This is an optimization exercise on Yosys and OpenROAD, whose aim is small area, a short achievable clock period and few clock cycles, not a production implementation.
In this exercise RTL edits were held to simulation tests only and were not proved equivalent to the original.

## main
==> flow/design.v <==
module RISC15(clk, proc_rst, mem_addr, mem_wdata, mem_write_n, mem_rdata, halted);
	input  wire        clk, proc_rst;
	output wire [15:0] mem_addr;
	output wire [15:0] mem_wdata;
	output wire        mem_write_n;
	input  wire [15:0] mem_rdata;
	output reg         halted;
	reg  [15:0] MA;         
	reg         fetching;   
	reg         rv;         
	reg  [15:0] IR;         
	reg  [7:0]  sa, sb;     
	reg         d_va;       
	reg         iv;         
	reg         bt;         
	reg  [15:0] pcX;        
	reg         nj;         
	reg         lport;      
	reg  [2:0]  ldr_p;
	reg         ldp;        
	reg  [2:0]  ldr_w;
	reg         wn;
	reg  [15:0] wd;
	reg         rst_q;      
	reg  [15:0] R [0:6];
	assign mem_addr    = MA;
	assign mem_wdata   = wd;
	assign mem_write_n = wn;
	wire [3:0]  op = IR[15:12];
	wire [2:0]  ra = IR[11:9], rb = IR[8:6], rc = IR[5:3];
	wire [15:0] simm = {{10{IR[5]}}, IR[5:0]};
	wire is_add = op == 4'b0000;
	wire is_adi = op == 4'b0001;
	wire is_ndu = op == 4'b0010;
	wire is_lhi = op == 4'b0011;
	wire is_lw  = op == 4'b0100;
	wire is_sw  = op == 4'b0101;
	wire is_jlr = op == 4'b1001;
	wire is_beq = op == 4'b1100;
	wire is_hlt = op == 4'b1010 || op == 4'b1011 || op == 4'b1101 || op == 4'b1110 || op == 4'b1111;
	reg [15:0] va, vb;
	integer k;
	always @* begin
		va = sa[7] ? pcX : 16'd0;
		vb = sb[7] ? pcX : 16'd0;
		for (k = 0; k < 7; k = k + 1) begin
			va = va | (sa[k] ? R[k] : 16'd0);
			vb = vb | (sb[k] ? R[k] : 16'd0);
		end
	end
	wire [15:0] opb = d_va ? va : simm;
	wire [15:0] ap  = vb ^ opb;
	wire [15:0] ag  = vb & opb;
	reg  [15:0] gg, pp, g2, p2;
	integer l, j;
	always @* begin
		gg = ag; pp = ap;
		for (l = 0; l < 4; l = l + 1) begin
			g2 = gg; p2 = pp;
			for (j = 0; j < 16; j = j + 1)
				if (j[l]) begin
					g2[j] = gg[j] | (pp[j] & gg[((j >> l) << l) - 1]);
					p2[j] = pp[j] & pp[((j >> l) << l) - 1];
				end
			gg = g2; pp = p2;
		end
	end
	wire [15:0] sum = ap ^ {gg[14:0], 1'b0};
	wire        eq  = ~|ap;
	reg  [13:0] hc;
	integer m;
	always @* begin
		hc[0] = 1'b1;
		for (m = 1; m < 14; m = m + 1) hc[m] = hc[m-1] & pcX[m+1];
	end
	wire [13:0] hinc = pcX[15:2] ^ hc;
	wire [15:0] pc1  = {&pcX[1:0] ? hinc : pcX[15:2], pcX[1:0] + 2'd1};
	wire ra_chk = is_add | is_ndu | is_adi | is_sw | is_beq | is_lhi | is_jlr;
	wire rb_chk = is_add | is_ndu | is_adi | is_sw | is_beq | is_lw | is_jlr;
	wire rc_chk = is_add | is_ndu;
	wire dep = lport & iv & ((ra_chk & ra == ldr_p) | (rb_chk & rb == ldr_p) | (rc_chk & rc == ldr_p));
	wire wr_op  = is_add | is_ndu | is_adi | is_lhi | is_jlr;
	wire wstall = ldp;
	wire go     = iv & ~bt & ~wstall & ~dep & ~is_hlt;
	wire taken  = go & is_beq & eq;            
	wire run    = (go & ~taken) | bt;
	wire jlrj   = go & is_jlr & (ra != rb);
	wire jump   = jlrj | bt;
	wire memop  = go & (is_lw | is_sw);
	wire ld_ir  = rv & (~iv | run);
	wire [1:0]  nk  = {1'b0, ~nj} + {1'b0, rv & ~dep} + {1'b0, fetching};
	wire [2:0]  nlo = {1'b0, pcX[1:0]} + {1'b0, nk};
	wire [15:0] nf  = {nlo[2] ? hinc : pcX[15:2], nlo[1:0]};
	wire        wr_x = go & wr_op;
	wire [2:0]  wa   = ldp ? ldr_w : (is_add | is_ndu) ? rc : ra;
	wire        s_sum = ~rst_q & ~ldp & (is_add | is_adi);
	wire        s_ndu = ~rst_q & ~ldp & is_ndu;
	wire        s_lhi = ~rst_q & ~ldp & is_lhi;
	wire        s_jlr = ~rst_q & ~ldp & is_jlr;
	wire        s_ld  = ~rst_q & ldp;
	wire [15:0] wdat = ({16{s_sum}} & sum) | ({16{s_ndu}} & ~ag) |
	                   ({16{s_lhi}} & {IR[8:0], 7'd0}) | ({16{s_jlr}} & pc1) |
	                   ({16{s_ld}} & mem_rdata);
	wire        we   = wr_x | ldp;
	integer i;
	always @(posedge clk)
		for (i = 0; i < 7; i = i + 1)
			if (rst_q || (we && wa == i)) R[i] <= wdat;
	wire [15:0] ir_in = (mem_rdata[15:12] == 4'b0001) ?
	                    {mem_rdata[15:12], mem_rdata[8:6], mem_rdata[11:9], mem_rdata[5:0]} : mem_rdata;
	always @(posedge clk) begin
		wd <= va;
		ldr_p <= ra;
		ldr_w <= ldr_p;
		rst_q <= ~proc_rst;
		if (ld_ir) begin
			IR <= ir_in;
			sa <= 8'd1 << ir_in[11:9];
			sb <= 8'd1 << ir_in[8:6];
			d_va <= ir_in[15:12] == 4'b0000 || ir_in[15:12] == 4'b0010 || ir_in[15:12] == 4'b1100;
		end else if (taken) begin
			sb <= 8'h80;            
			d_va <= 1'b0;
		end
		if (~proc_rst) begin
			MA <= 16'd0;
			fetching <= 1'b1;
			rv <= 1'b0;
			iv <= 1'b0;
			bt <= 1'b0;
			pcX <= 16'd0;
			nj <= 1'b1;
			lport <= 1'b0;
			ldp <= 1'b0;
			wn <= 1'b1;
			halted <= 1'b0;
		end else begin
			MA <= jlrj ? vb : (memop | bt) ? sum : nf;
			fetching <= ~memop;
			rv <= fetching & ~jump;
			iv <= jump ? 1'b0 : ld_ir ? 1'b1 : run ? 1'b0 : iv;
			bt <= taken;
			if (jump) begin pcX <= jlrj ? vb : sum; nj <= 1'b1; end
			else if (ld_ir) begin pcX <= nj ? pcX : pc1; nj <= 1'b0; end
			lport <= go & is_lw;
			ldp <= lport;
			wn <= ~(go & is_sw);
			halted <= halted | (iv & is_hlt);
		end
	end
endmodule
==> flow/config.mk <==
export PLATFORM = sky130hd
export DESIGN_NAME = RISC15
export DESIGN_NICKNAME = RISC15
export VERILOG_FILES = /design/flow/design.v
export SDC_FILE = /design/flow/constraint.sdc
export NUM_CORES = 4
export LEC_CHECK = 0
export ABC_AREA = 1
export CAP_MARGIN = 20
export CORE_MARGIN = 2
export CORE_UTILIZATION = 40
export CTS_CLUSTER_DIAMETER = 80
export CTS_CLUSTER_SIZE = 20
export SLEW_MARGIN = 20
export TNS_END_PERCENT = 5
==> flow/constraint.sdc <==
create_clock -name core_clock -period 10.0 [get_ports {clk}]
set_input_delay 2.0000 -clock core_clock [delete_from_list [all_inputs] [get_ports {clk}]]
set_output_delay 2.0000 -clock core_clock [all_outputs]
set_load 0.01 [all_outputs]
standard.sh (not shown) runs the stock make flow with config.mk's settings and CLKGATE_MAP_FILE= SYNTH_SCRIPT=/design/flow/synth_recipe.tcl, a recipe that flattens the netlist after the stock synthesis.
==> flow/flow/run.sh <==
#!/bin/bash
# Standard layout (the standard.sh), with two changes in how it is made:
# repair aims for a larger setup margin, and the port buffers are buf_1 cells.
bash standard.sh SETUP_SLACK_MARGIN=8 "BUFFER_PORTS_ARGS=-buffer_cell sky130_fd_sc_hd__buf_1" finish > standard.log 2>&1
Testbench counts of main, summed over its fixed seeds: cycles 20,518.
## Diff of input files: the feature branch against main
--- a/flow/design.v
+++ b/flow/design.v
@@ -57,11 +57,11 @@
 		gg = ag; pp = ap;
 		for (l = 0; l < 4; l = l + 1) begin
 			g2 = gg; p2 = pp;
 			for (j = 0; j < 16; j = j + 1)
-				if (j[l]) begin
-					g2[j] = gg[j] | (pp[j] & gg[((j >> l) << l) - 1]);
-					p2[j] = pp[j] & pp[((j >> l) << l) - 1];
+				if (j >= (1 << l)) begin
+					g2[j] = gg[j] | (pp[j] & gg[j - (1 << l)]);
+					p2[j] = pp[j] & pp[j - (1 << l)];
 				end
 			gg = g2; pp = p2;
 		end
 	end
## What came out
- Starting density of the core: the feature branch vs main, no meaningful difference
- The feature branch — final worst setup slack 210 ps higher, main as reference
- Diff main -> the feature branch: number of multi-input combinational cells in the layout picked up an extra 17, final non-filler cell total picked up an extra 3.3%, share of the core filled with cells in the final layout picked up an extra 2.4 points.
- Comparing main and the feature branch, the higher fraction of the yosys area taken by sequential cells was measured on main.
- Diff main -> the feature branch | via count of the first global-routing pass | increase of 207
- Sort main and the feature branch by time the final worst path needs with I/O delays and setup asc -> top: the feature branch
- On the feature branch: area of the die is 0.87% higher than what main gave.
- Summary of the feature branch over main: relative area change from synthesis to final layout now larger; highest cell delay on the worst timing path now smaller; post-detailed-routing wire length now larger.
Testbench counts of the feature branch, summed over its fixed seeds: cycles 20,518.

-- re-timing with driven ports --
The results above use ideal ports. As a check the final layouts listed here were re-extracted and re-timed, cells and wires unchanged. Step 1: set_driving_cell puts a clkbuf_16 on clk and a buf_2 on each other input, an assumption about the parent block. Step 2 adds t to the input delays and takes it off the output delays; t is the mean of the earliest and latest rising clock arrival at the registers after step 1. Input paths then give back, and output paths get back, about the clock's delay inside the block. a / b / c = no drivers / after step 1 / after step 2; a / b = the first two.
run | t (ns) | setup WS [ns] | worst hold slack (ns) | worst data-port slew with drivers (ns) | pins driven straight from the clock port
main | 0.538 | 6.397 / 6.397 / 6.080 | 0.407 / 0.407 / 0.407 | 0.03 | 1
the feature branch | 0.533 | 6.603 / 6.603 / 6.424 | 0.429 / 0.429 / 0.429 | 0.03 | 1
After both steps every run listed still meets setup and hold. The setup slack of main, which loses most, moves by 0.000 ns with the drivers and by -0.317 ns with both steps.
